Source: an optimization exercise on an open RTL-to-GDS flow (aim: a short achievable clock period and few clock cycles). Production flows keep margins and buffers that such runs may drop. At most, simulation tests tie the RTL to the original design; equivalence was not proved. The clock port is modelled as an ideal driver; clocking choices that lean on that would not hold on a real chip. Power figures rest on the tool's default switching activity, not on a simulated workload.

Design mipsSystem, start of the top module:
module mipsSystem(rst, clk, imem_addr, imem_rdata, dmem_we, dmem_addr, dmem_wdata, dmem_rdata, wb_en, wb_reg, wb_data);
export LEC_CHECK = 0
export CAP_MARGIN = 20
export CORE_MARGIN = 2
export CORE_UTILIZATION = 40
export PLACE_DENSITY = 0.6
export SLEW_MARGIN = 20
create_clock -name core_clock -period 11.0 [get_ports {clk}]
standard.sh (not shown) runs the stock make flow with config.mk's settings and CLKGATE_MAP_FILE= SYNTH_SCRIPT=/design/flow/synth_recipe.tcl, a recipe that flattens the netlist after the stock synthesis.
==> flow/flow/run.sh <==
#!/bin/bash
# Standard ORFS layout with these changes to how it is made (the SDC is unchanged):
#  - no extraction of full/half adder cells in synthesis (ADDER_MAP_FILE empty),
#    so that ABC maps the adders for speed;
#  - timing repair aimed at a setup margin well above the 11 ns clock, so that
#    repair keeps improving paths that already meet it;
#  - repair may resize cells to other footprints (MATCH_CELL_FOOTPRINT 0).
set -euo pipefail
MARGIN=${MARGIN:-7.5}
bash standard.sh ADDER_MAP_FILE= SETUP_SLACK_MARGIN=$MARGIN MATCH_CELL_FOOTPRINT=0 finish > flow_make.log 2>&1
Rerun with:
--- a/flow/design.v
+++ b/flow/design.v
@@ -131,24 +131,18 @@
 output [31:0] dmem_addr, dmem_wdata;
 input [31:0] dmem_rdata;
 output wb_en;
 output [4:0] wb_reg;
 output [31:0] wb_data;
 reg [31:0] pc;
 reg [31:0] rf [1:31];
 reg        d_valid;
 reg [31:0] d_ir, d_pc4;
-reg [31:2] d_pc;
-reg        d_pred;        
-reg [3:0]  bt_v;
-reg [31:2] bt_tag [0:3];
-reg [31:2] bt_tgt [0:3];
-reg [1:0]  bt_ptr;
 reg        e_valid, e_wr, e_load, e_store, e_br, e_ld;
 reg [4:0]  e_dst;
 reg [31:0] e_a;           
 reg [31:0] e_b;           
 reg [31:0] e_sd;          
 reg [31:0] e_target;
 reg [4:0]  e_shamt;
 reg        e_op_add, e_op_sub, e_op_and, e_op_or, e_op_slt, e_op_sll, e_zop;
 reg        m_valid, m_wr, m_load, m_rep;
@@ -208,37 +202,23 @@
 wire d_a_e = e_valid & e_wr & (e_dst == d_rs) & (d_rs != 5'd0);
 wire d_b_e = e_valid & e_wr & (e_dst == d_rt) & (d_rt != 5'd0);
 wire [31:0] d_a_f = d_a_e ? alu_res : d_a;
 wire [31:0] d_b_f = d_b_e ? alu_res : d_b;
 ealu alu0(.a(e_a), .b(e_b), .sd(e_sd),
           .op_add(e_op_add), .op_sub(e_op_sub), .op_and(e_op_and), .op_or(e_op_or),
           .op_slt(e_op_slt), .op_sll(e_op_sll), .shamt(e_shamt),
           .res(alu_res), .zero(e_zero), .eq(e_eq));
 wire e_redirect = e_valid & e_br & e_eq;
-wire d_mispred = d_pred & ~d_bsame;
-wire d_redirect = d_valid & ((d_bsame & ~d_pred) | d_mispred | (d_fast & e_zero));
-wire [31:0] d_rtarget = d_mispred ? d_pc4 : d_target;
-wire d_install = d_valid & d_bsame & ~d_pred & ~e_redirect;
-wire [3:0] bt_hit;
-genvar bi;
-generate
-	for (bi = 0; bi < 4; bi = bi + 1) begin : btb
-		assign bt_hit[bi] = bt_v[bi] & (bt_tag[bi] == pc[31:2]);
-	end
-endgenerate
-wire        f_hit = |bt_hit;
-wire [31:2] f_htgt = ({30{bt_hit[0]}} & bt_tgt[0]) | ({30{bt_hit[1]}} & bt_tgt[1]) |
-                     ({30{bt_hit[2]}} & bt_tgt[2]) | ({30{bt_hit[3]}} & bt_tgt[3]);
+wire d_redirect = d_valid & (d_bsame | (d_fast & e_zero));
 wire [31:0] pc_next = e_redirect ? e_target :
-                      d_redirect ? d_rtarget :
+                      d_redirect ? d_target :
                       stall      ? pc :
-                      f_j        ? f_jtarget :
-                      f_hit      ? {f_htgt, 2'b00} : pc4;
+                      f_j        ? f_jtarget : pc4;
 assign imem_addr = pc;
 assign dmem_we    = o_we;
 assign dmem_addr  = o_addr;
 assign dmem_wdata = o_wdata;
 wire m_rep_now = m_valid & m_wr & ~m_rep;
 wire e_rep_now = ~m_rep_now & e_valid & e_wr & ~e_load;
 assign wb_en   = r_en;
 assign wb_reg  = r_dst;
 assign wb_data = r_data;
@@ -246,46 +226,34 @@
 always @(posedge clk or negedge rst) begin
 	if (!rst) begin
 		pc      <= 32'd0;
 		d_valid <= 1'b0;
 		e_valid <= 1'b0;
 		m_valid <= 1'b0;
 		o_we    <= 1'b0;
 		w_en    <= 1'b0;
 		r_en    <= 1'b0;
-		bt_v    <= 4'd0;
-		bt_ptr  <= 2'd0;
 	end else begin
-		if (d_install) begin
-			bt_v[bt_ptr] <= 1'b1;
-			bt_ptr       <= bt_ptr + 2'd1;
-		end
 		pc      <= pc_next;
 		if (e_redirect | d_redirect) d_valid <= 1'b0;
 		else if (!stall) d_valid <= 1'b1;
 		e_valid <= e_take & (d_wr | d_sw | d_bcond);
 		m_valid <= e_valid;
 		o_we    <= e_valid & e_store;
 		w_en    <= m_valid & m_wr;
 		r_en    <= m_rep_now | e_rep_now;
 	end
 end
 always @(posedge clk) begin
 	if (w_en && w_dst != 5'd0) rf[w_dst] <= w_data;
 	if (!stall) begin
 		d_ir    <= ir;
 		d_pc4   <= pc4;
-		d_pc    <= pc[31:2];
-		d_pred  <= f_hit & ~f_j;
-	end
-	if (d_install) begin
-		bt_tag[bt_ptr] <= d_pc;
-		bt_tgt[bt_ptr] <= d_target[31:2];
 	end
 	e_wr      <= d_wr;
 	e_load    <= d_lw;
 	e_ld      <= e_take & d_lw & (d_rt != 5'd0);
 	e_store   <= d_sw;
 	e_br      <= d_bcond;
 	e_dst     <= d_dst;
 	e_a       <= d_a_f;
 	e_b       <= d_rtype ? d_b_f : d_sext;
@@ -298,22 +266,22 @@
 	e_op_or   <= d_rtype & (d_fn == 6'b100101);
 	e_op_slt  <= d_rtype & (d_fn == 6'b101010);
 	e_op_sll  <= d_sll;
 	e_zop     <= (d_rtype & ((d_fn == 6'b100000) | (d_fn == 6'b100001) | (d_fn == 6'b100010) |
 	                         (d_fn == 6'b100011) | (d_fn == 6'b100100) | (d_fn == 6'b100101)) |
 	              d_addi) & (d_dst != 5'd0);
 	m_wr    <= e_wr;
 	m_load  <= e_load;
 	m_dst   <= e_dst;
-	if (e_valid & e_wr) m_res <= alu_res;
+	m_res   <= alu_res;
 	m_rep   <= e_rep_now;
-	o_addr  <= alu_res;
-	o_wdata <= e_sd;
+	if (e_valid & (e_load | e_store)) o_addr <= alu_res;
+	if (e_valid & e_store) o_wdata <= e_sd;
 	r_dst   <= m_rep_now ? m_dst : e_dst;
 	r_data  <= m_rep_now ? m_val : alu_res;
 	w_dst  <= m_dst;
 	w_data <= m_val;
 end
 endmodule
 module rdport(rf, idx, m_hit, m_dst, m_val, w_hit, w_dst, w_val, val);
 input  [1023:0] rf;       
 input  [4:0]    idx;
Via count is lower by 14%. Routed wire length is lower by 15%. Critical path depth is unchanged. Sequential cell count is lower by 277. Final cell count is lower by 14%. Final area is lower by 16%. Sequential power is lower by 8.8%. Die area is lower by 13%. Clock skew is lower by 0.064 ns. Area after synthesis is lower by 13%. Global-route usage is about the same. Fmax is higher by 1.1%. Clock-buffer cell count is lower by 39. Power is lower by 16%.
Testbench counts after the change, summed over its fixed seeds: cycles 142,673.
For the first run of this note, only the layout was checked, not whether the RTL still works.

========
Setup of before:
Another version of the RTL of mipsSystem (not shown whole).
For scale: roughly 8,200 cells after synthesis, about 1,800 flip-flops, roughly 200 I/O pins, roughly 85,000 um^2 of cells after synthesis.
==> flow/design.v (excerpt) <==
module mipsSystem(rst, clk, imem_addr, imem_rdata, dmem_we, dmem_addr, dmem_wdata, dmem_rdata, wb_en, wb_reg, wb_data);
export LEC_CHECK = 0
export CAP_MARGIN = 20
export CORE_MARGIN = 2
export CORE_UTILIZATION = 40
export CTS_CLUSTER_DIAMETER = 80
export CTS_CLUSTER_SIZE = 25
export PLACE_DENSITY = 0.6
export SLEW_MARGIN = 20
create_clock -name core_clock -period 11.0 [get_ports {clk}]
==> flow/flow/run.sh <==
#!/bin/bash
# Standard ORFS layout with these changes to how it is made (the SDC is unchanged):
#  - synthesis is the standard flow's, but ABC maps with flow/abc.script (a delay-driven
#    mapping), and no full/half adder cells are extracted (ADDER_MAP_FILE empty);
#  - timing repair aimed at a setup margin well above the 11 ns clock, so that
#    repair keeps improving paths that already meet it;
#  - repair may resize cells to other footprints (MATCH_CELL_FOOTPRINT 0);
#  - after CTS, flow/post_cts.tcl strengthens the output port buffers and runs
#    more repair.
set -euo pipefail
MARGIN=${MARGIN:-7.5}
export MY_ABC_SCRIPT=$PWD/flow/abc.script
bash standard.sh ADDER_MAP_FILE= SETUP_SLACK_MARGIN=$MARGIN MATCH_CELL_FOOTPRINT=0 \
  SYNTH_SCRIPT=$PWD/flow/synth.tcl POST_CTS_TCL=$PWD/flow/post_cts.tcl finish > flow_make.log 2>&1
Other scripts of this flow, unchanged in this note and not shown: flow/flow/abc.script, flow/flow/post_cts.tcl, flow/flow/synth.tcl
--- input diff before..after ---
-- flow/design.v --
<<< before, line 148
reg [1:0]  bt_ptr;
reg        e_valid, e_wr, e_load, e_store, e_br, e_ld;
reg        e_sdl;         
reg [4:0]  e_dst;
reg [31:0] e_a;           
>>> after, line 148
reg [1:0]  bt_ptr;
reg        e_valid, e_wr, e_load, e_store, e_br, e_ld;
reg [4:0]  e_dst;
reg [31:0] e_a;           
<<< before, line 199
wire [31:0] d_target = d_pc4 + {d_sext[29:0], 2'b00};
wire d_use_rs = ~d_jmp & ~d_sll & ~d_bsame;
wire d_use_rt = d_rtype | d_bcond;
wire stall = d_valid & e_ld & ((d_use_rs & d_fe_a) | (d_use_rt & d_fe_b));
genvar gi;
>>> after, line 198
wire [31:0] d_target = d_pc4 + {d_sext[29:0], 2'b00};
wire d_use_rs = ~d_jmp & ~d_sll & ~d_bsame;
wire d_use_rt = d_rtype | d_sw | d_bcond;
wire stall = d_valid & e_ld & ((d_use_rs & d_fe_a) | (d_use_rt & d_fe_b));
genvar gi;
<<< before, line 329
	e_load    <= d_lw;
	e_ld      <= e_take & d_lw & (d_rt != 5'd0);
	e_sdl     <= d_fe_b & e_load;
	e_store   <= d_sw;
	e_br      <= d_bcond;
>>> after, line 328
	e_load    <= d_lw;
	e_ld      <= e_take & d_lw & (d_rt != 5'd0);
	e_store   <= d_sw;
	e_br      <= d_bcond;
<<< before, line 353
	m_rep   <= e_rep_now;
	o_addr  <= alu_res;
	o_wdata <= e_sdl ? dmem_rdata : e_sd;
	r_dst   <= m_rep_now ? m_dst : e_dst;
	r_data  <= m_rep_now ? m_val : alu_res;
>>> after, line 351
	m_rep   <= e_rep_now;
	o_addr  <= alu_res;
	o_wdata <= e_sd;
	r_dst   <= m_rep_now ? m_dst : e_dst;
	r_data  <= m_rep_now ? m_val : alu_res;
Notes after the runs:
A dominant combinational cell family by area after synthesis of compound AO/OA/AOI/OAI gates is what after shows, while simple AND/OR/NAND/NOR gates belongs to before. Cmp after vs before: multi-input combinational cell area lower in after. Sort after and before by sequential share of cell area, ascending, and before comes first. Every run in the comparison, after and before, completed the flow with a clean layout. In after relative to before, maximum vdd drop had gone up slightly. Diff before -> after: net count after synthesis decreased by about 3.3% relative to the old numbers, final net count decreased by 309 relative to the old numbers, part of the total power dissipated in the clock network closely matched the old numbers, number of logic inverters in the finished layout decreased by 9 relative to the old numbers. The run with more routed wire is before, not after. after: number of detailed-routing iterations run before antenna repair is 3 lower than what before reported.
No run of this note included a check of the RTL's function; only the layout flow was run.

re-timing with driven ports:
How much do the figures lean on ideal ports? The routed layouts below were timed once more, with nothing changed but the port constraints. Step 1, drivers: a clkbuf_16 drives clk and a buf_2 each remaining input, both assumed. Step 2 also shifts input and output timing later by t, the mid clock arrival at the registers, as if the neighbouring blocks saw the same clock. Slacks: ideal ports / drivers / drivers and shift; pairs: ideal ports / drivers.
run | shift t [ns] | setup WS [ns] | worst slew at a driven data input, ns
the first run of note 1 | 0.900 | 7.256 / 7.175 / 6.707 | 0.07
the second run of note 1 | 0.881 | 7.297 / 7.211 / 6.643 | 0.09
before | 0.892 | 7.315 / 7.282 / 6.665 | 0.10
after | 0.896 | 7.364 / 7.298 / 6.668 | 0.10
After both steps every run listed still meets setup and hold. The setup slack of after, which loses most, moves by -0.066 ns with the drivers and by -0.696 ns with both steps.
